This is an optimization exercise on Yosys and OpenROAD, whose aim is small area, a short achievable clock period and few clock cycles per item, not a production implementation. At most, simulation tests tie the RTL to the original design; equivalence was not proved. No functional check of the RTL was part of runs 5 to 8. Power and IR drop assume default switching activity.

[flow/design.v]
module lpc_decoder(
			input wire ACLK,
			input wire ARESET_N,
			input wire[79:0] TDATA,
			input wire TVALID,
			output wire TREADY,
			input wire EN,
			input wire TUSER,
			input wire TLAST,
			output wire[15:0] OUT_DECODED,
			output wire OUT_VALID,
			input wire OUT_READY,
			output wire OUT_LAST,
			output wire OUT_USER
		);
	localparam RECEIVE_STATE=3'b000;
	localparam SYNDROME_STATE=3'b001;
	localparam CORRECTION_STATE=3'b010;
	localparam APPLY_STATE=3'b011;
	localparam TRANSMIT_STATE=3'b100;
	reg[79:0] data_reg, data_nxt;
	reg ready_reg, ready_nxt;
	reg valid_reg, valid_nxt;
	reg[3:0] state_reg, state_nxt;
	reg[7:0] ph_reg, ph_nxt;
	reg[7:0] pv_reg, pv_nxt;
	reg[3:0] cnt_reg, cnt_nxt;
	reg [3:0] out_last_reg, out_last_nxt;
	reg [3:0] out_user_reg, out_user_nxt;
	reg[3:0] idx;
	reg[4:0] err_pos_row_reg, err_pos_row_nxt;
	reg[4:0] err_pos_col_reg, err_pos_col_nxt;
	always@(posedge ACLK or negedge ARESET_N)begin
		if(~ARESET_N)begin
			data_reg<=0;
			ready_reg<=1;
			valid_reg<=0;
			state_reg<=RECEIVE_STATE;
			pv_reg<=0;
			ph_reg<=0;
			err_pos_row_reg<=8;
			err_pos_col_reg<=8;
			cnt_reg<=0;
			out_last_reg<=0;
			out_user_reg<=0;
		end else begin
			data_reg<=data_nxt;
			ready_reg<=ready_nxt;
			valid_reg<=valid_nxt;
			state_reg<=state_nxt;
			pv_reg<=pv_nxt;
			ph_reg<=ph_nxt;
			err_pos_row_reg<=err_pos_row_nxt;
			err_pos_col_reg<=err_pos_col_nxt;
			cnt_reg<=cnt_nxt;
			out_last_reg<=out_last_nxt;
			out_user_reg<=out_user_nxt;
		end
	end
	always@(*)begin
		data_nxt=data_reg;
		ready_nxt=ready_reg;
		valid_nxt=valid_reg;
		state_nxt=state_reg;
		pv_nxt=pv_reg;
		ph_nxt=ph_reg;
		err_pos_row_nxt=err_pos_row_reg;
		err_pos_col_nxt=err_pos_col_reg;
		cnt_nxt=cnt_reg;
		out_last_nxt=out_last_reg;
		out_user_nxt=out_user_reg;
		case(state_reg)
			RECEIVE_STATE: begin
				if(TREADY&TVALID)begin
					data_nxt=TDATA;
					out_last_nxt={TLAST, 3'b0};
					out_user_nxt={3'b0, TUSER};
					ready_nxt=0;
					valid_nxt=0;
					pv_nxt=0;
					ph_nxt=0;
					err_pos_col_nxt=8;
					err_pos_row_nxt=8;
					if(EN)begin
						state_nxt=SYNDROME_STATE;
					end else begin
						state_nxt=TRANSMIT_STATE;
						valid_nxt=1;
					end
				end
			end
			SYNDROME_STATE: begin
				for(idx=0; idx<8; idx=idx+1)begin
					pv_nxt[idx]=^data_reg[8*idx+:8];
				end
				ph_nxt[0]=data_reg[0]^data_reg[8]^data_reg[16]^data_reg[24]^data_reg[32]^data_reg[40]^data_reg[48]^data_reg[56];
				ph_nxt[1]=data_reg[1]^data_reg[9]^data_reg[17]^data_reg[25]^data_reg[33]^data_reg[41]^data_reg[49]^data_reg[57];
				ph_nxt[2]=data_reg[2]^data_reg[10]^data_reg[18]^data_reg[26]^data_reg[34]^data_reg[42]^data_reg[50]^data_reg[58];
				ph_nxt[3]=data_reg[3]^data_reg[11]^data_reg[19]^data_reg[27]^data_reg[35]^data_reg[43]^data_reg[51]^data_reg[59];
				ph_nxt[4]=data_reg[4]^data_reg[12]^data_reg[20]^data_reg[28]^data_reg[36]^data_reg[44]^data_reg[52]^data_reg[60];
				ph_nxt[5]=data_reg[5]^data_reg[13]^data_reg[21]^data_reg[29]^data_reg[37]^data_reg[45]^data_reg[53]^data_reg[61];
				ph_nxt[6]=data_reg[6]^data_reg[14]^data_reg[22]^data_reg[30]^data_reg[38]^data_reg[46]^data_reg[54]^data_reg[62];
				ph_nxt[7]=data_reg[7]^data_reg[15]^data_reg[23]^data_reg[31]^data_reg[39]^data_reg[47]^data_reg[55]^data_reg[63];
				ready_nxt=0;
				valid_nxt=0;
				state_nxt=CORRECTION_STATE;
				err_pos_col_nxt=8;
				err_pos_row_nxt=8;
			end
			CORRECTION_STATE: begin
				ready_nxt=0;
				valid_nxt=0;
				for(idx=0; idx<8; idx=idx+1)begin
					if(pv_reg[idx]!=data_reg[64+idx])begin
						err_pos_row_nxt=idx;
					end
				end
				for(idx=0; idx<8; idx=idx+1)begin
					if(ph_reg[idx]!=data_reg[72+idx])begin
						err_pos_col_nxt=idx;
					end
				end
				state_nxt=APPLY_STATE;
			end
			APPLY_STATE: 	begin
				if(err_pos_col_reg!=8 && err_pos_row_reg!=8)begin
					data_nxt[err_pos_row_reg*8+err_pos_col_reg]= ~data_reg[err_pos_row_reg*8+err_pos_col_reg];
				end
				valid_nxt=1;
				state_nxt=TRANSMIT_STATE;
			end
			TRANSMIT_STATE: begin
				if(OUT_VALID&OUT_READY)begin
					if(cnt_reg==3)begin
						valid_nxt=0;
						ready_nxt=1;
						cnt_nxt=0;
						state_nxt=RECEIVE_STATE;
						err_pos_row_nxt=8;
						err_pos_col_nxt=8;
						ph_nxt=0;
						pv_nxt=0;
						data_nxt=0;
						out_last_nxt=0;
					end else begin
						valid_nxt=1;
						ready_nxt=0;
						cnt_nxt=cnt_reg+1;
						state_nxt=TRANSMIT_STATE;
						data_nxt=data_reg>>16;
						out_last_nxt=out_last_reg>>1;
						out_user_nxt=out_user_reg>>1;
					end
				end
			end
		endcase
	end
assign TREADY=ready_reg;
assign OUT_VALID=valid_reg;
assign OUT_DECODED= {data_reg[7:0],data_reg[15:8]};
assign OUT_LAST = out_last_reg[0];
assign OUT_USER = out_user_reg[0];
endmodule
[flow/run.sh]
#!/bin/bash
# synth_recipe.tcl (not shown) runs the flow's synth.tcl, then flattens the netlist and writes it again
# the make line also repeats each setting of config.mk as NAME=value (left out here)
make -C /OpenROAD-flow-scripts/flow DESIGN_CONFIG=/design/flow/config.mk WORK_HOME=/design/flow/orfs CLKGATE_MAP_FILE= SYNTH_SCRIPT=/design/flow/synth_recipe.tcl finish
[flow/config.mk]
export PLATFORM = sky130hd
export DESIGN_NAME = lpc_decoder
export DESIGN_NICKNAME = lpc_decoder
export VERILOG_FILES = /design/flow/design.v
export SDC_FILE = /design/flow/constraint.sdc
export NUM_CORES = 4
export LEC_CHECK = 0
export CAP_MARGIN = 20
export CORE_MARGIN = 2
export CORE_UTILIZATION = 40
export SLEW_MARGIN = 20
[flow/constraint.sdc]
create_clock -name core_clock -period 5.0 [get_ports {ACLK}]
set_input_delay 1.0000 -clock core_clock [delete_from_list [all_inputs] [get_ports {ACLK}]]
set_output_delay 1.0000 -clock core_clock [all_outputs]
set_load 0.01 [all_outputs]
==> flow_summary.toml, run 1 <==
[routing]
routedWlPerCell_um = 25.73
vias_per_cell = 6.402
drt_iter0_drc = 1166
drcViolationCount = 0
wl_um = 39980
drt_pass1_iterations = 6
ant_nets = 0
vias = 9948

[timing]
slew_violations = 0
clock_skew_ps = 17.29
fmax_mhz = 245.2
worstMarginPinSlew_ps = 1057
fin_tns_setup_ps = 0
finalHoldViolCount = 0
post-route-period-util = 0.8155
setup_viol = 0
rsz0062_at_grt = "false"
slew_headroom = 0.2930
fin_crit_ps = 4078

[setup_path]
worst-setup-path-type = "register to register"
crit_fanout = 10
endpoint_kind = "register"
worstPathRequired_ps = 5320
crit_arrival_ps = 4400
start_kind = "register"
rrSetupSlack_ps = 920

[die]
row_count = 58
die_h_um = 164.8
start_util = 0.4095
die_w_um = 164.8
dieArea_sq_um = 27160
design.core.area_sq_um = 25250
ioPinCount = 107

[clocking]
post_cts_buffers = 0
hold_buffers = 0
cts_buffers = 17
htree_levels = 4
clk_path_buf_depth = 2
post_cts_resized = 0
cts-root-buf = "clkbuf_16"
path_clk_slew_ps = 70
insertion_delay_ps = 440
clock-sinks = 118
cts_tree = "yes"

[synth]
synth.most_common_cell = "nor2_1"
syn_area_per_cell_sq_um = 8.604
ys_async_sr_fraction = 1.000
netlist_area_sq_um = 10340
synth_top_area_cell = "dfrtp_1"
ys_seq_elements = 118
yosysWarnings = 1
syn_nets = 1294
yosys-top-cells-area = "dfrtp_1, xnor2_1, a221oi_1, nor2_1, mux2i_1"
synth_edf_count = 0
synth_seq_area_share = 0.2859
syn_inst = 1202
yosys_most_used_dff = "dfrtp_1"
synthTopCellsByCount = "nor2_1, dfrtp_1, xnor2_1, nand2_1, clkbuf_1"
yosys.cell_types.count = 87
yosysTopAreaCellShare = 0.2782

[placed_design]
dp_hpwl_um = 28530
gp_congestion = 1.012
portBuffers = 106

[power]
clkPwrFrac = 0.553
combPwrFrac = 0.044
power.switching_uw = 559.7
p_leak_uw = 0.004403
total_power_uw = 2369
p_int_uw = 1809
pwr-share-seq = 0.403
power.density_nw_per_um2 = 198.6
netSwitchingFraction = 0.2363
peakVddDrop_uv = 209.7

[grt]
grt-ovfl-total = 0
grt_pass1_vias = 9264
antenna_found_initial = 2
grt_max_degree = 71
grt_pass1_wl_um = 60180
grt_use_total = 0.2994

[final_layout]
final_util = 0.4724
syn_to_final_growth_pct = 15.35
regArea_sq_um = 2958
largest_register_ffs = 80
multi_input_area_sq_um = 6630
nets = 1302
drive_gt1_frac = 0.09567
fill_cells = 2462

[hold_path]
hold_path_class = "register to register"

[outcome]
status = "timing/DRC/antenna clean"

[run]
maxCapViolCount = 0
==> area by class of cell <==
type / count / share of cell area
Antenna cell: 1 / 0.0002098
Clock buffer: 19 / 0.03629
Clock inverter: 13 / 0.01447
Inverter: 8 / 0.002517
Multi-Input combinational cell: 928 / 0.5557
Sequential cell: 118 / 0.2479
Tap cell: 330 / 0.03461
Timing Repair Buffer: 137 / 0.1082
==> cell usage in the layout (no fill, tap or decap), types with 9 or more instances in the layout <==
| master | n |
|---|---|
| nor2_1 | 136 |
| o31ai_1 | 26 |
| and3_1 | 22 |
| a21oi_1 | 23 |
| a221oi_1 | 68 |
| a31oi_1 | 32 |
| o21ai_0 | 48 |
| dfrtp_1 | 114 |
| xor2_1 | 24 |
| clkbuf_16 | 17 |
| and4_1 | 15 |
| o22ai_1 | 10 |
| a211o_1 | 23 |
| a22o_1 | 23 |
| a41oi_1 | 9 |
| clkdlybuf4s50_1 | 105 |
| nand3_1 | 34 |
| a22oi_1 | 16 |
| buf_4 | 32 |
| xnor2_1 | 109 |
| nand2_1 | 87 |
| a221o_1 | 9 |
| mux2i_1 | 47 |
| nor2b_1 | 9 |
| and2_1 | 11 |
==> stage by stage <==
stage                     cell area, sq um  hold WS [ps]  instances  setup WS, ps
after floorplan                      10340         438.4       1202          1754
after global routing                 11930         528.6       1553         743.1
after detailed placement             11320         459.0       1521          1028
final                                11930         480.1       1554         922.4
after global placement               11320         456.6       1521          1033
after CTS                            11930         478.3       1553          1014
==> worst max-delay path: stages (launching register included) <==
cell and delay, ps:
dfstp_2 580, ha_1 210, ha_1 280, and3_1 440
inv_1 140, ha_1 260, nand2b_1 390, inv_1 140
o311ai_1 220, nor2_1 680, nand3_1 180, mux2i_1 160
a211o_1 300
==> worst paths after layout <==
| kind | start | end | cells after the start |
|---|---|---|---|
| max in group asynchronous | ARESET_N | data_reg[65]$_DFFE_PN0P_ | 2 |
| min | out_last_reg[1]$_DFFE_PN0P_ | out_last_reg[1]$_DFFE_PN0P_ | 2 |
| min reg2reg | out_last_reg[1]$_DFFE_PN0P_ | out_last_reg[1]$_DFFE_PN0P_ | 2 |
| max reg2reg | err_pos_col_reg[3]$_DFFE_PN1P_ | data_reg[9]$_DFFE_PN0P_ | 12 |
| max | err_pos_col_reg[3]$_DFFE_PN1P_ | data_reg[9]$_DFFE_PN0P_ | 12 |
| min in group asynchronous | ARESET_N | data_reg[72]$_DFFE_PN0P_ | 1 |
==> layer usage <==
| layer | routed length (um) | vias to the layer above | share of wire | global-route usage |
|---|---|---|---|---|
| met1 | 16920 | 4816 | 0.42 | 0.4147 |
| met2 | 17560 | 555 | 0.44 | 0.4545 |
| met4 | 2002 | 0 | 0.050 | 0.1387 |
| met3 | 3495 | 108 | 0.087 | 0.05173 |
| met5 | 0 | - | 0 | 0 |
| li1 | - | 4469 | - | - |
==> power by group through the flow <==
stage	clock network, uW	registers (uW)	logic (uW)
2_1_floorplan	0	973	5.94
3_3_place_gp	0	972	105
3_5_place_dp	0	972	105
4_1_cts	1320	955	106
5_1_grt	1370	954	111
6_report	1310	955	104
==> cell families (layout without fill, tap and decap cells) <==
| family | Yosys count | count (layout) | share of synthesized area |
|---|---|---|---|
| simple gates | 388 | 388 | 0.1965 |
| compound gates | 342 | 342 | 0.2512 |
| buf+inv | 156 | 177 | 0.07658 |
| xor+xnor | 135 | 135 | 0.1177 |
| flops | 118 | 118 | 0.2859 |
| mux | 58 | 58 | 0.06617 |
| fa+ha+maj | 5 | 5 | 0.006049 |
| other cells | 0 | 1 | 0 |
Testbench counts, summed over its fixed seeds: cycles 24,394, items 3,200.
==> run 2, diff against run 1 <==
==> flow/design.v (replaced) <==
module lpc_decoder(
			input wire ACLK,
			input wire ARESET_N,
			input wire[79:0] TDATA,
			input wire TVALID,
			output wire TREADY,
			input wire EN,
			input wire TUSER,
			input wire TLAST,
			output wire[15:0] OUT_DECODED,
			output wire OUT_VALID,
			input wire OUT_READY,
			output wire OUT_LAST,
			output wire OUT_USER
		);
	reg        rdy;        
	reg        r_full;     
	reg        r_half;     
	reg [63:0] r_d;
	reg [7:0]  r_rm;       
	reg [7:0]  r_cm;       
	reg        r_en, r_user, r_last;
	reg [15:0] o_lo, o_hi;
	reg        o_v, o_hv;
	reg        o_user, o_last, o_hi_last;
	integer i, j;
	reg [7:0] rm, cm;
	always @(*) begin
		for (i = 0; i < 8; i = i + 1)
			rm[i] = ^TDATA[8*i +: 8] ^ TDATA[64+i];
		for (j = 0; j < 8; j = j + 1) begin
			cm[j] = TDATA[72+j];
			for (i = 0; i < 8; i = i + 1)
				cm[j] = cm[j] ^ TDATA[8*i+j];
		end
	end
	reg [7:0] rh, ch;
	always @(*) begin
		for (i = 0; i < 8; i = i + 1) begin
			rh[i] = r_rm[i] & ~|(r_rm >> (i+1));
			ch[i] = r_cm[i] & ~|(r_cm >> (i+1));
		end
	end
	wire [31:0] pd  = r_half ? r_d[63:32] : r_d[31:0];
	wire [3:0]  prh = r_half ? rh[7:4] : rh[3:0];
	reg  [31:0] cp;
	always @(*) begin
		for (i = 0; i < 4; i = i + 1)
			for (j = 0; j < 8; j = j + 1)
				cp[8*i+j] = pd[8*i+j] ^ (r_en & prh[i] & ch[j]);
	end
	wire xfer   = o_v & OUT_READY;
	wire o_free = ~o_v | (OUT_READY & ~o_hv);
	wire load   = r_full & o_free;
	wire acc    = rdy & TVALID;
	always @(posedge ACLK or negedge ARESET_N) begin
		if (~ARESET_N) begin
			rdy    <= 1'b1;
			r_full <= 1'b0;
			r_half <= 1'b0;
			o_v    <= 1'b0;
			o_hv   <= 1'b0;
		end else begin
			if (acc) begin
				rdy    <= 1'b0;
				r_full <= 1'b1;
				r_half <= 1'b0;
			end else if (load) begin
				r_half <= 1'b1;
				if (r_half) begin
					r_full <= 1'b0;
					rdy    <= 1'b1;
				end
			end
			if (load) begin
				o_v  <= 1'b1;
				o_hv <= 1'b1;
			end else if (xfer) begin
				o_v  <= o_hv;
				o_hv <= 1'b0;
			end
		end
	end
	always @(posedge ACLK) begin
		if (rdy) begin
			r_d    <= TDATA[63:0];
			r_rm   <= rm;
			r_cm   <= cm;
			r_en   <= EN;
			r_user <= TUSER;
			r_last <= TLAST;
		end
		if (load) begin
			o_lo      <= {cp[7:0], cp[15:8]};
			o_hi      <= {cp[23:16], cp[31:24]};
			o_user    <= ~r_half & r_user;
			o_last    <= 1'b0;
			o_hi_last <= r_half & r_last;
		end else if (xfer) begin
			o_lo      <= o_hi;
			o_user    <= 1'b0;
			o_last    <= o_hi_last;
		end
	end
	assign TREADY      = rdy;
	assign OUT_VALID   = o_v;
	assign OUT_DECODED = o_lo;
	assign OUT_USER    = o_user;
	assign OUT_LAST    = o_last;
endmodule
--- a/flow/config.mk
+++ b/flow/config.mk
@@ -8,4 +8,5 @@
 export CAP_MARGIN = 20
 export CORE_MARGIN = 2
 export CORE_UTILIZATION = 40
+export SETUP_SLACK_MARGIN = 3.2
 export SLEW_MARGIN = 20
==> run 2 against run 1 <==
Effect of this change: final cell count fell by 49%; sequential power increased by 19%; global-route usage down 12 points; register-to-register slack better by 2000 ps; non-clock buffer count up 8; hold slack lost 1.4 ps; count of clock-buffer cells in the layout increased by 3; combinational power grew to 3.1 times the previous value; critical endpoint is now TREADY; largest cell class is now registers; highest routed layer unchanged.
==> flow_summary.toml, run 2 <==
[timing]
slew_headroom = 0.6151
fmax_mhz = 456.8
fin_tns_setup_ps = 0
slew_violations = 0
clock_skew_ps = 9.153
rsz0062_at_grt = "true"
finalHoldViolCount = 0
fin_crit_ps = 2189
setup_viol = 0
worstMarginPinSlew_ps = 575.1
post-route-period-util = 0.4378

[die]
ioPinCount = 107
die_h_um = 126.7
design.core.area_sq_um = 14640
start_util = 0.4114
row_count = 44
die_w_um = 126.7
dieArea_sq_um = 16060

[final_layout]
final_util = 0.5957
largest_register_ffs = 64
final_common_cell = "edfxtp_1"
n_antenna_cell = 0
drive_gt1_frac = 0.3372
syn_to_final_growth_pct = 44.80
fill_cells = 1190
final_cell_mix = "edfxtp_1, xnor2_1, dlygate4sd2_1, xor2_1, xnor2_2"
final_design_area_no_fill_sq_um = 8723
nets = 679

[routing]
vias = 3815
vias_per_cell = 4.835
drcViolationCount = 0
drt_pass1_iterations = 4
wl_um = 14310
ant_nets = 0
routedWlPerCell_um = 18.13
drt_iter0_drc = 210

[power]
power.density_nw_per_um2 = 297.2
total_power_uw = 2593
p_leak_uw = 0.003122
peakVddDrop_uv = 243.6

[setup_path]
cpLargestDelayFamily = "flip-flops"
endpoint_kind = "primary output"
r2r_cells = 5
worst-setup-path-type = "register to primary output"
critPathSlowestCell = "dfstp_4"
worstPathRequired_ps = 4000
crit_arrival_ps = 1190
crit_fanout = 2
max_stage_delay_ps = 660
critPathBufInv = 1
regToRegStartpoint = "r_cm[6]$_DFFE_PP_"
start_kind = "register"
crit_chain = "buf_6"
rrSetupSlack_ps = 2970
r2r_end = "o_hi[2]$_DFFE_PN_"

[grt]
antenna_found_initial = 0
grt-ovfl-total = 0
grt_max_degree = 56
grt_pass1_vias = 3868
grt_pass1_wl_um = 21580
grt_use_total = 0.1837

[synth]
synth_seq_area_share = 0.6075
synthTopCellsByCount = "edfxtp_1, xnor2_1, xor2_1, nand2_1, mux2i_1"
syn_nets = 521
yosysTopAreaCellShare = 0.5832
synth.most_common_cell = "edfxtp_1"
yosys-top-cells-area = "edfxtp_1, xnor2_1, xor2_1, mux2i_1, nand2_1"
netlist_area_sq_um = 6025
yosys_most_used_dff = "edfxtp_1"
ys_async_sr_fraction = 0.04065
synth_top_area_cell = "edfxtp_1"
syn_area_per_cell_sq_um = 13.88
yosysWarnings = 1
ys_seq_elements = 123
yosys.cell_types.count = 35
synth_edf_count = 117
syn_inst = 434

[run]
maxCapViolCount = 0

[placed_design]
place_area_sq_um = 7333
gp_congestion = 0.7626
dp_hpwl_um = 9582
portBuffers = 106

[clocking]
cts-root-buf = "clkbuf_16"
clock-sinks = 123
insertion_delay_ps = 420
clk_path_buf_depth = 2
path_clk_slew_ps = 50
cts_buffers = 17
cts_tree = "yes"
hold_buffers = 0
htree_levels = 4

[hold_path]
hold_path.startpoint = "o_last$_SDFFE_PN0P_"
whs_path_depth = 2
hold_path_class = "register to register"
hold_path_end = "o_last$_SDFFE_PN0P_"

[outcome]
status = "timing/DRC/antenna clean"
==> run 2: power by group <==
part           switching, uW  leakage, uW  internal, uW
combinational            145      0.00173           173
clock                    409     0.000266           723
sequential             0.479      0.00113          1140
==> run 2: per-stage QoR <==
step | setup WS, ps | instances | hold slack [ps]
after floorplan | 2902 | 434 | 480.5
after global placement | 2194 | 716 | 461.2
after detailed placement | 2118 | 716 | 458.7
after CTS | 2787 | 775 | 471.7
after global routing | 2793 | 789 | 516.0
final | 2811 | 789 | 478.7
==> run 2: metal layers <==
layer,track usage,vias to the layer above,routed length [um]
met5,0,-,0
met4,0.06593,0,271
met3,0.04850,26,774
li1,-,1842,-
met1,0.2428,1830,6356
met2,0.2944,117,6904
==> run 2: area by class of cell <==
type	instances	area (sq um)	area share
clock buffer	22	444.2	0.05092
clock inverter	10	100.1	0.01147
inverter	5	30.03	0.003442
multi-input combinational	298	2970	0.3405
sequential	123	3667	0.4204
tap	184	230.2	0.02639
timing repair buffer	145	1266	0.1452
timing repair inverter	2	15.01	0.001721
==> run 2: how the worst max path moves through the flow <==
stage                    start                  to  cells past startpoint
2_1_floorplan  rdy$_DFFE_PN1P_              TREADY                      0
4_1_cts        rdy$_DFFE_PN1P_              TREADY                      1
5_1_grt        rdy$_DFFE_PN1P_              TREADY                      1
3_3_place_gp         OUT_READY  r_full$_DFFE_PN0P_                      7
6_report       rdy$_DFFE_PN1P_              TREADY                      1
3_5_place_dp         OUT_READY  r_full$_DFFE_PN0P_                      7
==> run 2: repair_timing <==
item                                    in CTS  in global routing
gates cloned                                 5                  1
endpoints found under the hold margin        0                  0
setup buffers                               22                 13
endpoints found under the setup margin     163                140
pin swaps                                   92                 57
gates resized for setup                    241                 92
==> run 2: kinds of logic (layout without fill, tap and decap cells) <==
logic type / count (synthesis) / in the layout / share of synthesized area
buf+inv: 15 / 184 / 0.01018
compound gates: 33 / 33 / 0.03074
xor+xnor: 160 / 160 / 0.2326
simple gates: 70 / 72 / 0.06418
mux: 33 / 33 / 0.05483
flops: 123 / 123 / 0.6075
Testbench counts of run 2, summed over its fixed seeds: cycles 12,816, items 3,200.
==> run 3, diff against run 2 <==
--- a/flow/config.mk
+++ b/flow/config.mk
@@ -8,5 +8,5 @@
 export CAP_MARGIN = 20
 export CORE_MARGIN = 2
 export CORE_UTILIZATION = 40
-export SETUP_SLACK_MARGIN = 3.2
+export SETUP_SLACK_MARGIN = 2.5
 export SLEW_MARGIN = 20
==> run 3 against run 2 <==
Effect of this change: first-iteration DRC count decreased by 0.48%; total power rose by 1.4%; final cell count decreased by 4.8%; critical path type is now input port to register; highest routed layer unchanged.
==> flow_summary.toml, run 3 <==
[outcome]
status = "timing/DRC/antenna clean"

[synth]
netlist_area_sq_um = 6025
yosys.cell_types.count = 35
syn_inst = 434
yosysWarnings = 1
synth_edf_count = 117
syn_area_per_cell_sq_um = 13.88
syn_nets = 521
synth_seq_area_share = 0.6075
ys_seq_elements = 123
yosysTopAreaCellShare = 0.5832
yosys-top-cells-area = "edfxtp_1, xnor2_1, xor2_1, mux2i_1, nand2_1"
synth.most_common_cell = "edfxtp_1"
ys_async_sr_fraction = 0.04065
synthTopCellsByCount = "edfxtp_1, xnor2_1, xor2_1, nand2_1, mux2i_1"
synth_top_area_cell = "edfxtp_1"
yosys_most_used_dff = "edfxtp_1"

[setup_path]
critPathSlowestCell = "clkdlybuf4s50_1"
crit_fanout = 36
worst-setup-path-type = "input port to register"
worstPathRequired_ps = 5290
cpLargestDelayFamily = "buffers and inverters"
endpoint_kind = "register"
crit_arrival_ps = 2640
rrSetupSlack_ps = 2820
crit_chain = "clkdlybuf4s50_1, inv_1, o21ai_1, nand2_4, clkinvlp_4, nand2_1, a22o_1"
critPathBufInv = 3
max_stage_delay_ps = 490
start_kind = "input port"

[power]
p_leak_uw = 0.002506
peakVddDrop_uv = 271.8
total_power_uw = 2629
power.density_nw_per_um2 = 332.7

[final_layout]
final_cell_mix = "edfxtp_1, xnor2_1, clkdlybuf4s50_1, xor2_1, nand2_1"
nets = 641
n_antenna_cell = 0
layout.cells.non_filler = 751
final_util = 0.5396
drive_gt1_frac = 0.07760
final_common_cell = "edfxtp_1"
fill_cells = 1257
largest_register_ffs = 64
syn_to_final_growth_pct = 31.17

[routing]
routedWlPerCell_um = 16.87
drt_pass1_iterations = 4
drt_iter0_drc = 209
vias_per_cell = 4.610
drcViolationCount = 0
ant_nets = 0
vias = 3462
wl_um = 12670

[grt]
grt_use_met2 = 0.2480
met1_usage = 0.2392
grt_max_degree = 75
antenna_found_initial = 0
grt.busiest_layer = "met2"
met3_usage = 0.04260
grt-ovfl-total = 0
grt_pass1_vias = 3546
grt_use_total = 0.1676
grt_pass1_wl_um = 19750

[die]
dieArea_sq_um = 16060
die_h_um = 126.7
ioPinCount = 107
row_count = 44
die_w_um = 126.7
start_util = 0.4114
design.core.area_sq_um = 14640

[clocking]
cts_tree = "yes"
clk_path_buf_depth = 2
path_clk_slew_ps = 50
cts_buffers = 17
insertion_delay_ps = 400
htree_levels = 4
hold_buffers = 0
cts-root-buf = "clkbuf_16"
clock-sinks = 123

[timing]
setup_viol = 0
fmax_mhz = 425.6
post-route-period-util = 0.4699
rsz0062_at_grt = "false"
finalHoldViolCount = 0
fin_tns_setup_ps = 0
slew_violations = 0
slew_headroom = 0.3851
worstMarginPinSlew_ps = 922.4
worst_slack_ps = 2651
fin_crit_ps = 2349
clock_skew_ps = 5.195

[placed_design]
portBuffers = 106
dp_cells = 717
gp_congestion = 0.7975
place_ws_ps = 1412
dp_hpwl_um = 9591

[hold_path]
hold_path_class = "register to register"

[run]
maxCapViolCount = 0
==> run 3: cell type report <==
class / instances / area, sq um / share of cell area
sequential: 123 / 3665 / 0.4637
clock inverter: 10 / 123.9 / 0.01567
multi-input combinational: 296 / 2316 / 0.2931
inverter: 5 / 22.52 / 0.002850
timing repair inverter: 1 / 7.507 / 0.0009500
timing repair buffer: 110 / 1094 / 0.1384
tap: 184 / 230.2 / 0.02913
clock buffer: 22 / 444.2 / 0.05621
==> run 3: cells by family after synthesis <==
| logic type | Yosys count | share of synthesized area |
|---|---|---|
| compound gates | 33 | 0.03074 |
| xor+xnor | 160 | 0.2326 |
| buf+inv | 15 | 0.01018 |
| flops | 123 | 0.6075 |
| mux | 33 | 0.05483 |
| simple gates | 70 | 0.06418 |
==> run 3: final timing paths <==
| path | from | to | depth (start not counted) |
|---|---|---|---|
| worst max-delay path | OUT_READY | r_full$_DFFE_PN0P_ | 7 |
| worst min-delay path | o_last$_SDFFE_PN0P_ | o_last$_SDFFE_PN0P_ | 2 |
| worst max register to register | r_half$_DFFE_PN0P_ | o_lo[4]$_DFFE_PP_ | 6 |
| worst min register to register | o_last$_SDFFE_PN0P_ | o_last$_SDFFE_PN0P_ | 2 |
| max in group asynchronous | ARESET_N | rdy$_DFFE_PN1P_ | 1 |
| min in group asynchronous | ARESET_N | r_half$_DFFE_PN0P_ | 1 |
==> run 3: worst register-to-register path: stages, from the launching register on <==
cell      delay (ps)
dfrtp_2          350
buf_6            400
nor4bb_1         380
a31o_2           280
nand3_1          120
xnor2_1          250
o21ai_0          120
==> run 3: what timing repair did <==
action	CTS	global route
pin swaps	0	0
setup endpoints to repair	31	24
buffers inserted	1	0
gates cloned	1	0
gates resized for setup	5	2
==> run 3: through the flow <==
stage | hold WS, ps | instance area [sq um]
after global routing | 493.9 | 7903
after CTS | 460.6 | 7894
after detailed placement | 453.9 | 7301
after floorplan | 460.1 | 6025
after global placement | 461.0 | 7301
final | 455.9 | 7903
==> run 3: per-layer routing <==
layer	wire [um]	vias to the layer above
li1	-	1768
met5	0	-
met2	5814	101
met4	146	0
met3	656	9
met1	6053	1584
==> run 3: where the power goes <==
part           internal [uW]  leakage (uW)  switching (uW)
sequential              1140       0.00113           0.305
combinational            176       0.00110             131
clock                    775      0.000283             405
total                   2090       0.00251             536
==> run 4, diff against run 3 <==
--- a/flow/config.mk
+++ b/flow/config.mk
@@ -8,5 +8,4 @@
 export CAP_MARGIN = 20
 export CORE_MARGIN = 2
 export CORE_UTILIZATION = 40
-export SETUP_SLACK_MARGIN = 2.5
 export SLEW_MARGIN = 20
==> run 4 against run 3 <==
Effect of this change: still clean; hold slack about the same; clock skew up 4.1 ps; critical path depth unchanged; maximum frequency down 24%; wire length down 1.9%; area after synthesis unchanged; final cell count down 0.27%; register-to-register slack worse by 420 ps; sequential share of layout area up 0.20 points; design area down 0.43%; combinational power about the same.
==> flow_summary.toml, run 4 <==
[timing]
worstMarginPinSlew_ps = 926.5
fmax_mhz = 321.8
fin_tns_setup_ps = 0
rsz0062_at_grt = "false"
worst_slack_ps = 1892
setup_viol = 0
clock_skew_ps = 9.249
finalHoldViolCount = 0
slew_violations = 0
post-route-period-util = 0.6216
slew_headroom = 0.3823
fin_crit_ps = 3108
hold_ws_ps = 455.9

[routing]
routedWlPerCell_um = 16.59
top_layer = "met4"
drt_pass1_iterations = 5
ant_nets = 0
wl_met1_um = 6048
wl_um = 12430
vias_per_cell = 4.618
drcViolationCount = 0
wl_met2_um = 5664
dr_wl_met3_um = 572
vias = 3459
drt_iter0_drc = 187

[setup_path]
cpLargestDelayFamily = "buffers and inverters"
endpoint_kind = "register"
worstPathRequired_ps = 5290
critPathBufInv = 3
crit_chain = "clkdlybuf4s50_1, inv_1, o21ai_1, nand2_1, inv_1, nand2_1, a22o_1"
start_kind = "input port"
crit_arrival_ps = 3400
critPathSlowestCell = "inv_1"
crit_fanout = 35
worst-setup-path-type = "input port to register"
max_stage_delay_ps = 770

[grt]
grt_use_total = 0.1653
grt_pass1_wl_um = 19550
grt_max_degree = 75
antenna_found_initial = 0
grt_pass1_vias = 3530
grt-ovfl-total = 0

[die]
start_util = 0.4114
ioPinCount = 107
die_h_um = 126.7
dieArea_sq_um = 16060
design.core.area_sq_um = 14640
die_w_um = 126.7
row_count = 44

[final_layout]
final_util = 0.5373
final_common_cell = "edfxtp_1"
fill_cells = 1258
syn_to_final_growth_pct = 30.61
largest_register_ffs = 64
multi_input_area_sq_um = 2303
n_antenna_cell = 0
final_design_area_no_fill_sq_um = 7869
regArea_sq_um = 3665
drive_gt1_frac = 0.06903
nets = 639
final_cell_mix = "edfxtp_1, xnor2_1, clkdlybuf4s50_1, xor2_1, nand2_1"

[placed_design]
place_area_sq_um = 7301
dp_hpwl_um = 9591
place_ws_ps = 1412
gp_congestion = 0.7975
portBuffers = 106

[clocking]
path_clk_slew_ps = 50
clk_path_buf_depth = 2
clock-sinks = 123
cts_buffers = 17
cts_tree = "yes"
hold_buffers = 0
cts-root-buf = "clkbuf_16"
insertion_delay_ps = 410
post_cts_resized = 0
post_cts_buffers = 0
htree_levels = 4

[synth]
yosys_most_used_dff = "edfxtp_1"
synth_seq_area_share = 0.6075
synthTopCellsByCount = "edfxtp_1, xnor2_1, xor2_1, nand2_1, mux2i_1"
yosysWarnings = 1
syn_inst = 434
syn_nets = 521
ys_seq_elements = 123
netlist_area_sq_um = 6025
yosys.cell_types.count = 35
yosys-top-cells-area = "edfxtp_1, xnor2_1, xor2_1, mux2i_1, nand2_1"
yosysTopAreaCellShare = 0.5832
ys_async_sr_fraction = 0.04065
synth_edf_count = 117
syn_area_per_cell_sq_um = 13.88
synth.most_common_cell = "edfxtp_1"
synth_top_area_cell = "edfxtp_1"

[outcome]
status = "timing/DRC/antenna clean"

[power]
power.density_nw_per_um2 = 333.7
peakVddDrop_uv = 272.1
p_leak_uw = 0.002502

[run]
maxCapViolCount = 0

[hold_path]
hold_path_class = "register to register"
## run 4: changes by cell type in the layout (fill, tap and decap cells not counted)
cell / previous run / this run
nand2_4: 1 / 0
clkdlybuf4s50_1: 105 / 106
inv_1: 4 / 5
dlygate4sd2_1: 1 / 0
nand2_1: 37 / 38
clkinvlp_4: 2 / 0
nor3_2: 1 / 0
buf_6: 1 / 0
nor3_1: 1 / 2
## run 4: final cells by class
| cell class | instances | area share |
|---|---|---|
| Multi-Input combinational cell | 296 | 0.2927 |
| Clock inverter | 10 | 0.01574 |
| Sequential cell | 123 | 0.4657 |
| Tap cell | 184 | 0.02926 |
| Timing Repair Buffer | 109 | 0.1377 |
| Inverter | 5 | 0.002385 |
| Clock buffer | 22 | 0.05645 |
## run 4: cell families (layout without fill, tap and decap cells)
family | Yosys count | after routing | share of synthesized area
DFF | 123 | 123 | 0.6075
and+or+nand+nor | 70 | 70 | 0.06418
AOI/OAI and AO/OA | 33 | 33 | 0.03074
muxes | 33 | 33 | 0.05483
xor gates and xnor gates | 160 | 160 | 0.2326
buffers and inverters | 15 | 146 | 0.01018
## run 4: worst register-to-register path: cells and delay by family (launching register included)
kind | cells | cell delay (ps)
flip-flops | 1 | 340
buffers and inverters | 1 | 530
XOR/XNOR | 1 | 270
AND/OR/NAND/NOR | 2 | 900
AO/OA/AOI/OAI | 2 | 280
## run 4: where the power goes
| group | switching, uW | internal [uW] |
|---|---|---|
| logic | 131 | 176 |
| clock network | 401 | 775 |
| registers | 0.305 | 1140 |
## run 4: final timing paths
check | from | endpoint | slack, ps | cells past startpoint
worst min-delay path | o_last$_SDFFE_PN0P_ | o_last$_SDFFE_PN0P_ | 460 | 2
min in group asynchronous | ARESET_N | r_full$_DFFE_PN0P_ | 810 | 1
max in group asynchronous | ARESET_N | rdy$_DFFE_PN1P_ | 3940 | 1
worst max-delay path | OUT_READY | r_full$_DFFE_PN0P_ | 1890 | 7
worst max register to register | r_half$_DFFE_PN0P_ | o_lo[13]$_DFFE_PP_ | 2400 | 6
worst min register to register | o_last$_SDFFE_PN0P_ | o_last$_SDFFE_PN0P_ | 460 | 2
## run 4: through the flow
stage,std cells,power [uW]
floorplan,434,1341
global placement,717,1472
detailed placement,717,1473
CTS,749,2658
global route,749,2730
finish,749,2626
## run 4: layer usage
metal  vias to the layer above  global-route usage
met5                         -                   0
li1                       1764                   -
met3                         9             0.04260
met4                         0             0.06206
met1                      1579              0.2359
met2                       107              0.2439
==> run 5, diff against run 4 <==
==> flow/design.v (replaced) <==
module lpc_decoder(
			input wire ACLK,
			input wire ARESET_N,
			input wire[79:0] TDATA,
			input wire TVALID,
			output wire TREADY,
			input wire EN,
			input wire TUSER,
			input wire TLAST,
			output wire[15:0] OUT_DECODED,
			output wire OUT_VALID,
			input wire OUT_READY,
			output wire OUT_LAST,
			output wire OUT_USER
		);
	integer i, j;
	reg [7:0] rm, cm;
	always @(*) begin
		for (i = 0; i < 8; i = i + 1)
			rm[i] = ^TDATA[8*i +: 8] ^ TDATA[64+i];
		for (j = 0; j < 8; j = j + 1) begin
			cm[j] = TDATA[72+j];
			for (i = 0; i < 8; i = i + 1)
				cm[j] = cm[j] ^ TDATA[8*i+j];
		end
	end
	reg [7:0] y_rm, y_cm;
	always @(posedge ACLK) begin
		y_rm <= rm;
		y_cm <= cm;
	end
	reg [7:0] rh, ch;
	reg [2:0] rn, cn;
	always @(*) begin
		for (i = 0; i < 8; i = i + 1) begin
			rh[i] = y_rm[i] & ~|(y_rm >> (i+1));
			ch[i] = y_cm[i] & ~|(y_cm >> (i+1));
		end
		rn = {|rh[7:4], |{rh[7:6], rh[3:2]}, |{rh[7], rh[5], rh[3], rh[1]}};
		cn = {|ch[7:4], |{ch[7:6], ch[3:2]}, |{ch[7], ch[5], ch[3], ch[1]}};
	end
	reg        rdy;        
	reg        r_busy;     
	reg [1:0]  k;          
	reg [63:0] r_d;
	reg        r_user, r_last;
	reg        f_v;        
	reg [2:0]  f_row, f_col;    
	reg [15:0] o_d;
	reg        o_v, o_user, o_last;
	wire acc    = rdy & TVALID;
	wire o_free = ~o_v | OUT_READY;
	wire mv     = r_busy & o_free;             
	wire byp    = acc & o_free;                
	wire r_busy_n = acc ? 1'b1 : (mv ? (k != 2'd3) : r_busy);
	wire [15:0] beat_r = k == 2'd0 ? r_d[15:0] : k == 2'd1 ? r_d[31:16] :
	                     k == 2'd2 ? r_d[47:32] : r_d[63:48];
	wire [15:0] beat   = acc ? TDATA[15:0] : beat_r;
	wire        s_v    = acc ? (EN & |y_rm & |y_cm) : f_v;
	wire [2:0]  s_row  = acc ? rn : f_row;
	wire [2:0]  s_col  = acc ? cn : f_col;
	wire [1:0]  s_k    = acc ? 2'd0 : k;
	reg  [15:0] flip;
	always @(*) begin
		for (j = 0; j < 8; j = j + 1) begin
			flip[j]   = s_v & (s_row == {s_k, 1'b0}) & (s_col == j);
			flip[8+j] = s_v & (s_row == {s_k, 1'b1}) & (s_col == j);
		end
	end
	wire [15:0] beat_c = beat ^ flip;           
	always @(posedge ACLK or negedge ARESET_N) begin
		if (~ARESET_N) begin
			rdy    <= 1'b0;
			r_busy <= 1'b0;
			k      <= 2'd0;
			o_v    <= 1'b0;
		end else begin
			rdy <= TVALID & ~acc & ~r_busy_n;
			if (acc) begin
				r_busy <= 1'b1;
				k      <= byp ? 2'd1 : 2'd0;
			end else if (mv) begin
				k <= k + 2'd1;
				if (k == 2'd3)
					r_busy <= 1'b0;
			end
			if (byp | mv)
				o_v <= 1'b1;
			else if (OUT_READY)
				o_v <= 1'b0;
		end
	end
	always @(posedge ACLK) begin
		if (acc) begin
			r_d    <= TDATA[63:0];
			r_user <= TUSER;
			r_last <= TLAST;
			f_v    <= EN & |y_rm & |y_cm;
			f_row  <= rn;
			f_col  <= cn;
		end
		if (byp | mv) begin
			o_d    <= {beat_c[7:0], beat_c[15:8]};
			o_user <= acc ? TUSER : (k == 2'd0) & r_user;
			o_last <= acc ? 1'b0 : (k == 2'd3) & r_last;
		end
	end
	assign TREADY      = rdy;
	assign OUT_VALID   = o_v;
	assign OUT_DECODED = o_d;
	assign OUT_USER    = o_user;
	assign OUT_LAST    = o_last;
endmodule
--- a/flow/config.mk
+++ b/flow/config.mk
@@ -8,4 +8,5 @@
 export CAP_MARGIN = 20
 export CORE_MARGIN = 2
 export CORE_UTILIZATION = 40
+export SETUP_SLACK_MARGIN = 3.0
 export SLEW_MARGIN = 20
==> run 5 against run 4 <==
Effect of this change: sequential cell count shrank 11; clock power fell by 44%; core utilization grew 4.9 points; still clean; maximum frequency increased by 53%; sequential power rose by 28%; highest routed layer unchanged.
==> flow_summary.toml, run 5 <==
[outcome]
status = "timing/DRC/antenna clean"

[placed_design]
place_ws_ps = 1385
gp_congestion = 0.8259
dp_hpwl_um = 9299
portBuffers = 106

[final_layout]
final_util = 0.5864
n_antenna_cell = 0
final_common_cell = "xnor2_1"
final_cell_mix = "xnor2_1, edfxtp_1, clkdlybuf4s50_1, xor2_1, nand2_1"
syn_to_final_growth_pct = 42.78
largest_register_ffs = 64
drive_gt1_frac = 0.1944
nets = 698

[setup_path]
rrSetupSlack_ps = 3000
start_kind = "input port"
crit_fanout = 6
max_stage_delay_ps = 300
crit_arrival_ps = 2110
worstPathRequired_ps = 5080
crit_chain = "buf_12, nand2_8, inv_16, nor2_4, a31o_4, buf_12, nor4_4, xor2_1"
crit_path_frequent_cell = "buf_12"
cpLargestDelayFamily = "simple AND/OR/NAND/NOR gates"
endpoint_kind = "register"
worst-setup-path-type = "input port to register"
critPathBufInv = 3
critPathSlowestCell = "nor4_4"

[synth]
yosysWarnings = 1
synth_seq_area_share = 0.5452
ys_seq_elements = 112
syn_nets = 553
syn_area_per_cell_sq_um = 12.34
synth_top_area_cell = "edfxtp_1"
yosys.cell_types.count = 40
synth.most_common_cell = "xnor2_1"
synth_edf_count = 84
yosys-top-cells-area = "edfxtp_1, xnor2_1, dfxtp_1, xor2_1, mux2i_1"
yosys_most_used_dff = "edfxtp_1"
yosysTopAreaCellShare = 0.4425
synthTopCellsByCount = "xnor2_1, edfxtp_1, xor2_1, nand2_1, mux2i_1"
syn_inst = 462
ys_async_sr_fraction = 0.04464
netlist_area_sq_um = 5700

[timing]
fmax_mhz = 493.4
clock_skew_ps = 7.389
slew_violations = 0
post-route-period-util = 0.4053
finalHoldViolCount = 0
fin_tns_setup_ps = 0
setup_viol = 0
fin_crit_ps = 2027
slew_headroom = 0.7467
rsz0062_at_grt = "true"
worst_slack_ps = 2973
worstMarginPinSlew_ps = 378.5
hold_ws_ps = 509.6

[routing]
ant_nets = 0
drt_iter0_drc = 231
drcViolationCount = 0
vias = 3895
wl_um = 13660
vias_per_cell = 4.918
drt_pass1_iterations = 7
routedWlPerCell_um = 17.25

[die]
die_w_um = 123.4
die_h_um = 123.4
start_util = 0.4107
ioPinCount = 107
design.core.area_sq_um = 13880
dieArea_sq_um = 15220
row_count = 43

[grt]
grt_max_degree = 34
grt-ovfl-total = 0
antenna_found_initial = 0
grt_pass1_vias = 3849
grt_use_total = 0.1856
grt_pass1_wl_um = 20930

[clocking]
hold_buffers = 0
insertion_delay_ps = 340
cts_buffers = 9
path_clk_slew_ps = 70
clock-sinks = 112
clk_path_buf_depth = 2
cts-root-buf = "clkbuf_16"
htree_levels = 3
cts_tree = "yes"

[power]
power.density_nw_per_um2 = 492.2
total_power_uw = 4006
p_leak_uw = 0.003028
peakVddDrop_uv = 202.6

[run]
maxCapViolCount = 0

[hold_path]
hold_path_class = "register to register"
-- run 5: cell count changes in the layout (fill, tap and decap cells not counted), sizes merged, moves of 19 or more --
| cell | previous run | this run |
|---|---|---|
| clkdlybuf4s50 | 106 | 57 |
| edfxtp | 117 | 84 |
| buf | 3 | 35 |
| dfxtp | 1 | 23 |
| clkdlybuf4s15 | 0 | 19 |
| dlymetal6s2s | 0 | 19 |
-- run 5: path summary, 6_finish.rpt --
check | depth (start not counted) | start | end
min in group asynchronous | 1 | ARESET_N | o_v$_DFFE_PN0P_
max reg2reg | 5 | k[0]$_DFFE_PN0P_ | o_d[10]$_DFFE_PP_
min | 2 | f_row[2]$_DFF_P_ | f_row[2]$_DFF_P_
max | 8 | TVALID | o_d[5]$_DFFE_PP_
min reg2reg | 2 | f_row[2]$_DFF_P_ | f_row[2]$_DFF_P_
max in group asynchronous | 1 | ARESET_N | rdy$_DFF_PN0_
-- run 5: worst register-to-register path, cell delays in order, from the launching register on --
cell and delay [ps]:
dfrtp_2 480, xnor2_1 340, nand4_1 190, o22a_4 320, nor4_4 310, xor2_1 100
-- run 5: what timing repair did --
item,CTS,global route
resized for setup,101,59
setup endpoints to repair,136,60
cloned,10,0
buffers inserted,27,5
pin swaps,25,27
-- run 5: stage by stage --
| stage | area (sq um) | instances |
|---|---|---|
| after floorplan | 5813 | 462 |
| after global placement | 6998 | 734 |
| after detailed placement | 6998 | 734 |
| after CTS | 7891 | 787 |
| after global routing | 8139 | 792 |
| final | 8139 | 792 |
-- run 5: kinds of logic (layout without fill, tap and decap cells) --
group,Yosys count,count (layout),synth area share
buffers and inverters,25,172,0.02107
muxes,32,32,0.05619
DFF,112,112,0.5452
and+or+nand+nor,86,87,0.08582
adders and majority gates,4,4,0.008780
xor gates and xnor gates,146,146,0.2243
AOI/OAI and AO/OA,57,59,0.05861
-- run 5: layout make-up --
cell class | instances | area (sq um)
fillers | 1111 | 5742
repair buffers | 141 | 1495
inverters | 10 | 73.82
multi-input cells | 328 | 2929
flip-flops and latches | 112 | 3110
well taps | 180 | 225.2
clock buffers | 12 | 246.5
repair inverters | 5 | 38.79
clock inverters | 4 | 20.02
-- run 5: layer usage --
| metal | share of wire | track usage | vias up |
|---|---|---|---|
| met5 | 0 | 0 | - |
| met4 | 0.011 | 0.06889 | 0 |
| met3 | 0.044 | 0.02352 | 8 |
| met2 | 0.50 | 0.3118 | 103 |
| met1 | 0.44 | 0.2455 | 1869 |
| li1 | - | - | 1915 |
-- run 5: report_power, final --
| part | switching [uW] | total, uW | leakage (uW) | internal, uW |
|---|---|---|---|---|
| sequential | 146 | 1460 | 0.00103 | 1310 |
| combinational | 1010 | 1880 | 0.00186 | 875 |
| clock | 314 | 663 | 0.000136 | 349 |
==> run 6, diff against run 5 <==
--- a/flow/config.mk
+++ b/flow/config.mk
@@ -8,5 +8,4 @@
 export CAP_MARGIN = 20
 export CORE_MARGIN = 2
 export CORE_UTILIZATION = 40
-export SETUP_SLACK_MARGIN = 3.0
 export SLEW_MARGIN = 20
==> run 6 against run 5 <==
Effect of this change: still clean; total power shrank 12%; sequential power is essentially flat; clock power rose by 9.0%; count of clock-buffer cells in the layout did not move; critical endpoint is now o_d[14]$_DFFE_PP_; largest power group is now registers; highest routed layer unchanged.
==> flow_summary.toml, run 6 <==
[synth]
synth_top_family_by_area = "XOR/XNOR gates"
netlist_area_sq_um = 5700
synth_seq_area_share = 0.5452
syn_area_per_cell_sq_um = 12.34
yosysWarnings = 1
synth-xor-area-share = 0.2243
yosys.cell_types.count = 40
synth_compound_area_frac = 0.05860
synth_mux_area_frac = 0.05619
synthAdderAreaFrac = 0.008780
synth-simple-area-share = 0.08582
ys_seq_elements = 112
syn_inst = 462
ys_async_sr_fraction = 0.04464
yosys-top-cells-area = "edfxtp_1, xnor2_1, dfxtp_1, xor2_1, mux2i_1"
synth_top_area_cell = "edfxtp_1"
syn_nets = 553
synthTopCellsByCount = "xnor2_1, edfxtp_1, xor2_1, nand2_1, mux2i_1"
synth_edf_count = 84
synth.most_common_cell = "xnor2_1"
yosys_most_used_dff = "edfxtp_1"
yosysTopAreaCellShare = 0.4425

[clocking]
post_cts_buffers = 0
htree_levels = 3
post_cts_resized = 0
cts_buffers = 9
clock-sinks = 112
clk_path_buf_depth = 2
hold_buffers = 0
insertion_delay_ps = 350
path_clk_slew_ps = 70
cts-root-buf = "clkbuf_16"
cts_tree = "yes"

[timing]
slew_headroom = 0.2694
setup_viol = 0
worstMarginPinSlew_ps = 1096
post-route-period-util = 0.6329
fmax_mhz = 316.0
slew_violations = 0
hold_ws_ps = 500.9
rsz0062_at_grt = "false"
fin_tns_setup_ps = 0
fin_crit_ps = 3165
clock_skew_ps = 8.985
finalHoldViolCount = 0

[final_layout]
nets = 657
n_antenna_cell = 0
syn_to_final_growth_pct = 26.56
final_common_cell = "clkdlybuf4s50_1"
largest_register_ffs = 64
regArea_sq_um = 3108
fill_cells = 1258
drive_gt1_frac = 0.06305
multi_input_area_sq_um = 2475
final_cell_mix = "clkdlybuf4s50_1, xnor2_1, edfxtp_1, xor2_1, nand2_1"

[die]
row_count = 43
start_util = 0.4107
die_w_um = 123.4
design.core.area_sq_um = 13880
ioPinCount = 107
die_h_um = 123.4
dieArea_sq_um = 15220

[placed_design]
portBuffers = 106
gp_congestion = 0.8827
dp_hpwl_um = 9528

[grt]
grt_use_met2 = 0.2751
grt_max_degree = 67
antenna_found_initial = 0
grt.busiest_layer = "met2"
grt-ovfl-total = 0
grt_use_total = 0.1721
met3_usage = 0.03137
grt_pass1_wl_um = 19370
grt_pass1_vias = 3636
met1_usage = 0.2355

[power]
p_leak_uw = 0.002426
power.density_nw_per_um2 = 490.3
peakVddDrop_uv = 192.2

[routing]
routedWlPerCell_um = 16.40
vias_per_cell = 4.851
drt_pass1_iterations = 4
vias = 3643
drcViolationCount = 0
wl_um = 12320
ant_nets = 0
drt_iter0_drc = 197

[setup_path]
endpoint_kind = "register"
start_kind = "input port"
worstPathRequired_ps = 5090
crit_fanout = 28
crit_arrival_ps = 3250
worst-setup-path-type = "input port to register"

[hold_path]
hold_path_class = "register to register"

[outcome]
status = "timing/DRC/antenna clean"

[run]
maxCapViolCount = 0
## run 6: through the flow
stage / util / std cells / total power [uW] / setup WS [ps] / area [sq um]
floorplan: - / 462 / 2363 / 1175 / 5700
global route: 0.5197 / 751 / 3750 / 1625 / 7214
finish: 0.5197 / 751 / 3538 / 1835 / 7214
global placement: 0.4986 / 735 / 2826 / 1535 / 6920
detailed placement: 0.4986 / 735 / 2844 / 1481 / 6920
CTS: 0.5196 / 751 / 3556 / 1837 / 7212
## run 6: worst max-delay path, cell delays in order
cell,delay (ps)
clkdlybuf4s50_1,450
nand2_2,200
clkinv_2,340
nor2_1,180
a31o_1,390
inv_2,190
nor4_1,370
xor2_1,120
## run 6: report_power, final
group | total, uW | internal (uW) | switching, uW
clock network | 723 | 401 | 322
logic | 1360 | 608 | 754
registers | 1450 | 1310 | 138
## run 6: kinds of logic after synthesis
group | after synthesis
xor gates and xnor gates | 146
AOI/OAI and AO/OA | 57
buffers and inverters | 25
adders and majority gates | 4
muxes | 32
and+or+nand+nor | 86
DFF | 112
## run 6: final timing paths
| path | startpoint | endpoint | slack [ps] | cells after the start |
|---|---|---|---|---|
| min | rdy$_DFF_PN0_ | rdy$_DFF_PN0_ | 500 | 1 |
| max reg2reg | k[0]$_DFFE_PN0P_ | o_d[4]$_DFFE_PP_ | 2300 | 7 |
| min in group asynchronous | ARESET_N | k[0]$_DFFE_PN0P_ | 870 | 1 |
| max in group asynchronous | ARESET_N | rdy$_DFF_PN0_ | 3950 | 1 |
| max | TVALID | o_d[14]$_DFFE_PP_ | 1840 | 8 |
| min reg2reg | rdy$_DFF_PN0_ | rdy$_DFF_PN0_ | 500 | 1 |
## run 6: routing by layer
metal | wire [um] | vias to the layer above
met5 | 0 | -
li1 | - | 1821
met2 | 5842 | 102
met3 | 588 | 12
met1 | 5716 | 1708
met4 | 171 | 0
## run 6: area by class of cell
type | count | share of cell area
Clock inverter | 4 | 0.006243
Multi-Input combinational cell | 325 | 0.3430
Timing Repair Buffer | 108 | 0.1491
Sequential cell | 112 | 0.4308
Inverter | 10 | 0.005376
Tap cell | 180 | 0.03122
Clock buffer | 12 | 0.03417
==> run 7, diff against run 6 <==
==> flow/flow/run.sh (new file) <==
#!/bin/bash
# The standard layout (the standard.sh: ORFS synthesis to finish) with three
# changes: port buffers are buf_1 cells instead of the delay cells ORFS picks,
# clock tree synthesis adds no dummy loads, and it may use smaller clock buffers.
# Each make run writes its full output to a log file in this folder.
set -euo pipefail
here=$(pwd)
CTS="-sink_clustering_enable -repair_clock_nets -dont_use_dummy_load"
bash standard.sh \
  BUFFER_PORTS_ARGS="-buffer_cell sky130_fd_sc_hd__buf_1" \
  CTS_ARGS="$CTS" \
  finish > "$here/standard_make.log" 2>&1
==> flow/standard.sh (new file) <==
#!/bin/bash
# synth_recipe.tcl (not shown) runs the flow's synth.tcl, then flattens the netlist and writes it again
# the make line also repeats each setting of config.mk as NAME=value (left out here)
make -C /OpenROAD-flow-scripts/flow DESIGN_CONFIG=/design/flow/config.mk WORK_HOME=/design/flow/orfs CLKGATE_MAP_FILE= SYNTH_SCRIPT=/design/flow/synth_recipe.tcl "${@:-finish}"
removed: flow/run.sh
==> run 7 against run 6 <==
Effect of this change: wire length fell by 3.5%; final cell count down 0.93%; largest cell class unchanged; critical path type unchanged; via count fell by 0.85%; design area is 10% lower.
==> flow_summary.toml, run 7 <==
[clocking]
insertion_delay_ps = 340
clk_path_buf_depth = 2
cts_tree = "yes"
cts_buffers = 9
hold_buffers = 0
post_cts_buffers = 0
post_cts_resized = 0
cts-root-buf = "clkbuf_16"
clock-sinks = 112
htree_levels = 3
path_clk_slew_ps = 60

[timing]
worstMarginPinSlew_ps = 1059
fin_crit_ps = 3111
clock_skew_ps = 10.57
post-route-period-util = 0.6222
finalHoldViolCount = 0
rsz0062_at_grt = "false"
fmax_mhz = 321.5
slew_headroom = 0.2942
setup_viol = 0
hold_ws_ps = 505.7
fin_tns_setup_ps = 0
slew_violations = 0

[grt]
grt-ovfl-total = 0
antenna_found_initial = 0
grt_max_degree = 61
grt_use_total = 0.1659
grt_pass1_vias = 3570
grt_pass1_wl_um = 18730

[final_layout]
final_cell_mix = "buf_1, xnor2_1, edfxtp_1, xor2_1, nand2_1"
drive_gt1_frac = 0.05319
syn_to_final_growth_pct = 13.72
nets = 657
n_antenna_cell = 0
final_common_cell = "buf_1"
largest_register_ffs = 64
layout.cells.non_filler = 744

[synth]
synth-xor-area-share = 0.2243
synth.most_common_cell = "xnor2_1"
synth_top_family_by_area = "XOR/XNOR gates"
syn_area_per_cell_sq_um = 12.34
syn_nets = 553
synth_top_area_cell = "edfxtp_1"
ys_seq_elements = 112
synth_mux_area_frac = 0.05619
yosysTopAreaCellShare = 0.4425
yosys-top-cells-area = "edfxtp_1, xnor2_1, dfxtp_1, xor2_1, mux2i_1"
synthTopCellsByCount = "xnor2_1, edfxtp_1, xor2_1, nand2_1, mux2i_1"
yosys_most_used_dff = "edfxtp_1"
synth_seq_area_share = 0.5452
yosys.cell_types.count = 40
synthAdderAreaFrac = 0.008780
syn_inst = 462
netlist_area_sq_um = 5700
synth_edf_count = 84
synth-simple-area-share = 0.08582
yosysWarnings = 1
synth_compound_area_frac = 0.05860
ys_async_sr_fraction = 0.04464

[die]
die_h_um = 123.4
start_util = 0.4107
design.core.area_sq_um = 13880
row_count = 43
dieArea_sq_um = 15220
die_w_um = 123.4
ioPinCount = 107

[setup_path]
worstPathRequired_ps = 5070
crit_arrival_ps = 3180
startpoint = "TVALID"
start_kind = "input port"
critPathBufInv = 4
critPathSlowestCell = "a31o_1"
regToRegStartpoint = "k[0]$_DFFE_PN0P_"
worst-setup-path-type = "input port to register"
crit_fanout = 48
crit_chain = "buf_1, nand2_2, clkinv_2, buf_4, a31o_1, inv_2, nor4_1, xor2_1"
max_stage_delay_ps = 510
cpLargestDelayFamily = "buffers and inverters"
endpoint_kind = "register"
rrSetupSlack_ps = 2260

[routing]
vias = 3612
drt_iter0_drc = 210
top_layer = "met4"
drcViolationCount = 0
ant_nets = 0
wl_met1_um = 5544
routedWlPerCell_um = 15.99
drt_pass1_iterations = 4
wl_met2_um = 5600
dr_wl_met3_um = 552
wl_um = 11890
vias_per_cell = 4.855

[run]
maxCapViolCount = 0

[power]
p_leak_uw = 0.002103
power.density_nw_per_um2 = 505.7
peakVddDrop_uv = 172.0

[placed_design]
dp_cells = 735
gp_congestion = 0.8938
portBuffers = 106
dp_hpwl_um = 9308

[outcome]
status = "timing/DRC/antenna clean"

[hold_path]
hold_path_class = "input port to asynchronous set/reset pin"
## run 7: stage by stage
stage          total power, uW  utilization  setup slack, ps  area (sq um)
2_1_floorplan             2363            -             1175          5700
3_3_place_gp              2691       0.4508             1637          6257
3_5_place_dp              2709       0.4508             1535          6257
4_1_cts                   3309       0.4670             1886          6482
5_1_grt                   3499       0.4670             1660          6482
6_report                  3278       0.4670             1889          6482
## run 7: cell type report
cell class	count	area (sq um)
Timing Repair Buffer	108	412.9
Multi-Input combinational cell	325	2472
Sequential cell	112	3108
Clock buffer	9	225.2
Fill cell	1339	7398
Inverter	10	38.79
Tap cell	180	225.2
## run 7: path summary, 6_finish.rpt
kind	cells past startpoint	end
hold reg to reg	2	f_col[2]$_DFF_P_
setup reg to reg	7	o_d[4]$_DFFE_PP_
hold / removal	1	o_v$_DFFE_PN0P_
min in group core_clock	2	f_col[2]$_DFF_P_
max in group asynchronous	1	r_busy$_DFFE_PN0P_
setup / recovery	8	o_d[12]$_DFFE_PP_
## run 7: power by group
group,switching [uW],internal (uW),leakage [uW]
registers,135,1320,0.00103
clock network,285,318,0.000111
logic,761,464,0.000961
total,1180,2100,0.00210
## run 7: kinds of logic (layout without fill, tap and decap cells)
logic type               count (synthesis)  count (layout)
XOR/XNOR                               146             146
buffers and inverters                   25             127
adder cells (fa/ha/maj)                  4               4
flip-flops                             112             112
AO/OA/AOI/OAI                           57              57
multiplexers                            32              32
AND/OR/NAND/NOR                         86              86
## run 7: per-layer routing
layer  up-vias  GRT usage
met1      1693     0.2303
li1       1812          -
met5         -          0
met3        14    0.03090
met2        93     0.2641
met4         0    0.05043
==> run 8, diff against run 7 <==
--- a/flow/design.v
+++ b/flow/design.v
@@ -48,7 +48,7 @@
 	reg [2:0]  f_row, f_col;    
 	reg [15:0] o_d;
 	reg        o_v, o_user, o_last;
-	wire acc    = rdy & TVALID;
+	wire acc    = rdy;                         
 	wire o_free = ~o_v | OUT_READY;
 	wire mv     = r_busy & o_free;             
 	wire byp    = acc & o_free;                
--- a/flow/config.mk
+++ b/flow/config.mk
@@ -8,4 +8,5 @@
 export CAP_MARGIN = 20
 export CORE_MARGIN = 2
 export CORE_UTILIZATION = 40
+export SETUP_SLACK_MARGIN = 3.2
 export SLEW_MARGIN = 20
==> run 8 against run 7 <==
Effect of this change: still clean; global-route usage increased by 2.2 points; count of clock-buffer cells in the layout unchanged; wire length increased by 16%; die area shrank 0.22%; final cell count up 4.4%; register-to-register slack gained 790 ps; area after synthesis fell by 0.22%; total power up 18%; highest routed layer unchanged.
==> flow_summary.toml, run 8 <==
[synth]
synth_edf_count = 84
syn_area_per_cell_sq_um = 12.23
synthAdderAreaFrac = 0.008799
yosysTopAreaCellShare = 0.4435
synth_compound_area_frac = 0.07281
ys_async_sr_fraction = 0.04464
synth_top_family_by_area = "XOR/XNOR gates"
netlist_area_sq_um = 5688
synthTopCellsByCount = "xnor2_1, edfxtp_1, nand2_1, mux2i_1, xor2_1"
synth.most_common_cell = "xnor2_1"
yosys_most_used_dff = "edfxtp_1"
synth_top_area_cell = "edfxtp_1"
syn_inst = 465
synth_seq_area_share = 0.5464
yosysWarnings = 1
synth-xor-area-share = 0.2248
ys_seq_elements = 112
syn_nets = 556
synth_mux_area_frac = 0.05631
synth-simple-area-share = 0.07281
yosys.cell_types.count = 42
yosys-top-cells-area = "edfxtp_1, xnor2_1, dfxtp_1, mux2i_1, xor2_1"

[timing]
fin_crit_ps = 2051
fmax_mhz = 487.6
post-route-period-util = 0.4102
finalHoldViolCount = 0
worstMarginPinSlew_ps = 450.5
slew_violations = 0
slew_headroom = 0.6997
fin_tns_setup_ps = 0
setup_viol = 0
clock_skew_ps = 12.34
rsz0062_at_grt = "true"

[clocking]
insertion_delay_ps = 340
cts-root-buf = "clkbuf_16"
path_clk_slew_ps = 60
clock-sinks = 112
clk_path_buf_depth = 2
cts_tree = "yes"
cts_buffers = 9
hold_buffers = 0
htree_levels = 3

[final_layout]
drive_gt1_frac = 0.1625
final_cell_mix = "xnor2_1, buf_1, edfxtp_1, nand2_1, xor2_1"
nets = 690
syn_to_final_growth_pct = 23.80
n_antenna_cell = 0
final_common_cell = "xnor2_1"
largest_register_ffs = 64
final_util = 0.5073

[grt]
grt_pass1_wl_um = 20880
grt_max_degree = 54
antenna_found_initial = 0
grt_pass1_vias = 3738
grt.busiest_layer = "met2"
met3_usage = 0.02952
grt-ovfl-total = 0
grt_use_total = 0.1878
met1_usage = 0.2562
grt_use_met2 = 0.2988

[die]
dieArea_sq_um = 15190
row_count = 43
die_h_um = 123.2
ioPinCount = 107
die_w_um = 123.2
start_util = 0.4098
design.core.area_sq_um = 13880

[setup_path]
max_stage_delay_ps = 560
cpLargestDelayFamily = "flip-flops"
crit_chain = "buf_6"
crit_arrival_ps = 1050
critPathSlowestCell = "dfrtp_4"
worstPathRequired_ps = 4000
crit_fanout = 5
worst-setup-path-type = "register to primary output"
endpoint_kind = "primary output"
start_kind = "register"
critPathBufInv = 1
r2r_cells = 6
cp.depth = 1

[power]
peakVddDrop_uv = 184.3
p_leak_uw = 0.002354
power.density_nw_per_um2 = 549.9

[hold_path]
whs_path_depth = 2
hold_path_class = "register to register"

[placed_design]
gp_congestion = 0.8521
portBuffers = 106
dp_hpwl_um = 9582

[routing]
drcViolationCount = 0
drt_pass1_iterations = 4
vias = 3827
routedWlPerCell_um = 17.73
ant_nets = 0
drt_iter0_drc = 213
vias_per_cell = 4.925
wl_um = 13780

[outcome]
status = "timing/DRC/antenna clean"

[run]
maxCapViolCount = 0
==> run 8: metrics by stage <==
step | instance area (sq um) | cells | setup slack (ps) | total power (uW) | hold WS, ps
global placement | 6252 | 736 | 2426 | 2819 | 477.8
floorplan | 5709 | 465 | 2789 | 2482 | 457.3
global route | 7042 | 777 | 2937 | 4101 | 514.9
CTS | 6862 | 766 | 2927 | 3748 | 486.2
detailed placement | 6252 | 736 | 2375 | 2850 | 474.6
finish | 7042 | 777 | 2949 | 3872 | 487.7
==> run 8: kinds of logic (layout without fill, tap and decap cells) <==
| logic type | after synthesis | count (layout) |
|---|---|---|
| AO/OA/AOI/OAI | 63 | 64 |
| XOR/XNOR | 146 | 146 |
| adder cells (fa/ha/maj) | 4 | 4 |
| buffers and inverters | 22 | 153 |
| flip-flops | 112 | 112 |
| multiplexers | 32 | 32 |
| AND/OR/NAND/NOR | 86 | 86 |
==> run 8: timing repair <==
item	4_1_cts	5_1_grt
gates cloned	2	0
buffers inserted	19	11
pin swaps	11	6
gates resized for setup	32	42
endpoints found under the setup margin	82	36
==> run 8: layer usage <==
metal	up-vias	routed length [um]	part of all wire
met5	-	0	0
met4	0	388	0.028
met3	23	672	0.049
met2	107	6455	0.47
met1	1800	6261	0.45
li1	1897	-	-
==> run 8: worst paths after layout <==
check                               endpoint  slack (ps)             start
min                         f_row[2]$_DFF_P_         490  f_row[2]$_DFF_P_
min reg2reg                 f_row[2]$_DFF_P_         490  f_row[2]$_DFF_P_
max                                   TREADY        2950     rdy$_DFF_PN0_
min in group asynchronous      rdy$_DFF_PN0_         500          ARESET_N
max in group asynchronous      rdy$_DFF_PN0_        4270          ARESET_N
max reg2reg                o_d[11]$_DFFE_PP_        3050     rdy$_DFF_PN0_
==> run 8: report_power, final <==
part	switching (uW)	total, uW	leakage, uW	internal [uW]
Sequential	185	1550	0.00103	1360
Combinational	925	1720	0.00121	794
Clock	285	603	0.000111	318
Total	1390	3870	0.00235	2480
==> run 8: area by class of cell <==
class                   count  area (sq um)
clock buffers               9         225.2
fillers                  1291          6839
inverters                   6         30.03
multi-input cells         332          2661
flip-flops and latches    112          3118
well taps                 180         225.2
repair buffers            138         782.0

## port drivers added, routing unchanged
No port has a modelled driver above. Below, the same layouts with a new extraction and two added sets of constraints. Step 1 sets driving cells, clkbuf_16 on the clock port and buf_2 on the other inputs (assumed; they add their load-dependent delay and slew). Step 2 moves the port delays by t, midway between the first and last clock arrival at a register: inputs arrive t later, outputs are due t later. That takes back most of the time a late clock gives input paths. Slacks: ideal ports / drivers / drivers and shift; pairs: ideal ports / drivers.
run | t, ns | slack for setup (ns) | worst hold slack (ns) | worst register clock-pin slew, ns
run 1 | 0.481 | 0.922 / 0.922 / 0.922 | 0.480 / 0.480 / 0.480 | 0.07 / 0.07
run 2 | 0.456 | 2.811 / 2.769 / 2.768 | 0.479 / 0.479 / 0.479 | 0.06 / 0.06
run 3 | 0.444 | 2.651 / 2.608 / 2.222 | 0.456 / 0.456 / 0.456 | 0.05 / 0.05
run 4 | 0.445 | 1.892 / 1.908 / 1.463 | 0.456 / 0.456 / 0.456 | 0.06 / 0.06
run 5 | 0.376 | 2.973 / 2.938 / 2.562 | 0.510 / 0.510 / 0.510 | 0.07 / 0.07
run 6 | 0.386 | 1.835 / 1.853 / 1.468 | 0.501 / 0.501 / 0.501 | 0.07 / 0.07
run 7 | 0.376 | 1.889 / 1.895 / 1.519 | 0.506 / 0.492 / 0.506 | 0.07 / 0.07
run 8 | 0.376 | 2.949 / 2.909 / 2.765 | 0.488 / 0.482 / 0.488 | 0.07 / 0.07
After both steps every run listed still meets setup and hold.
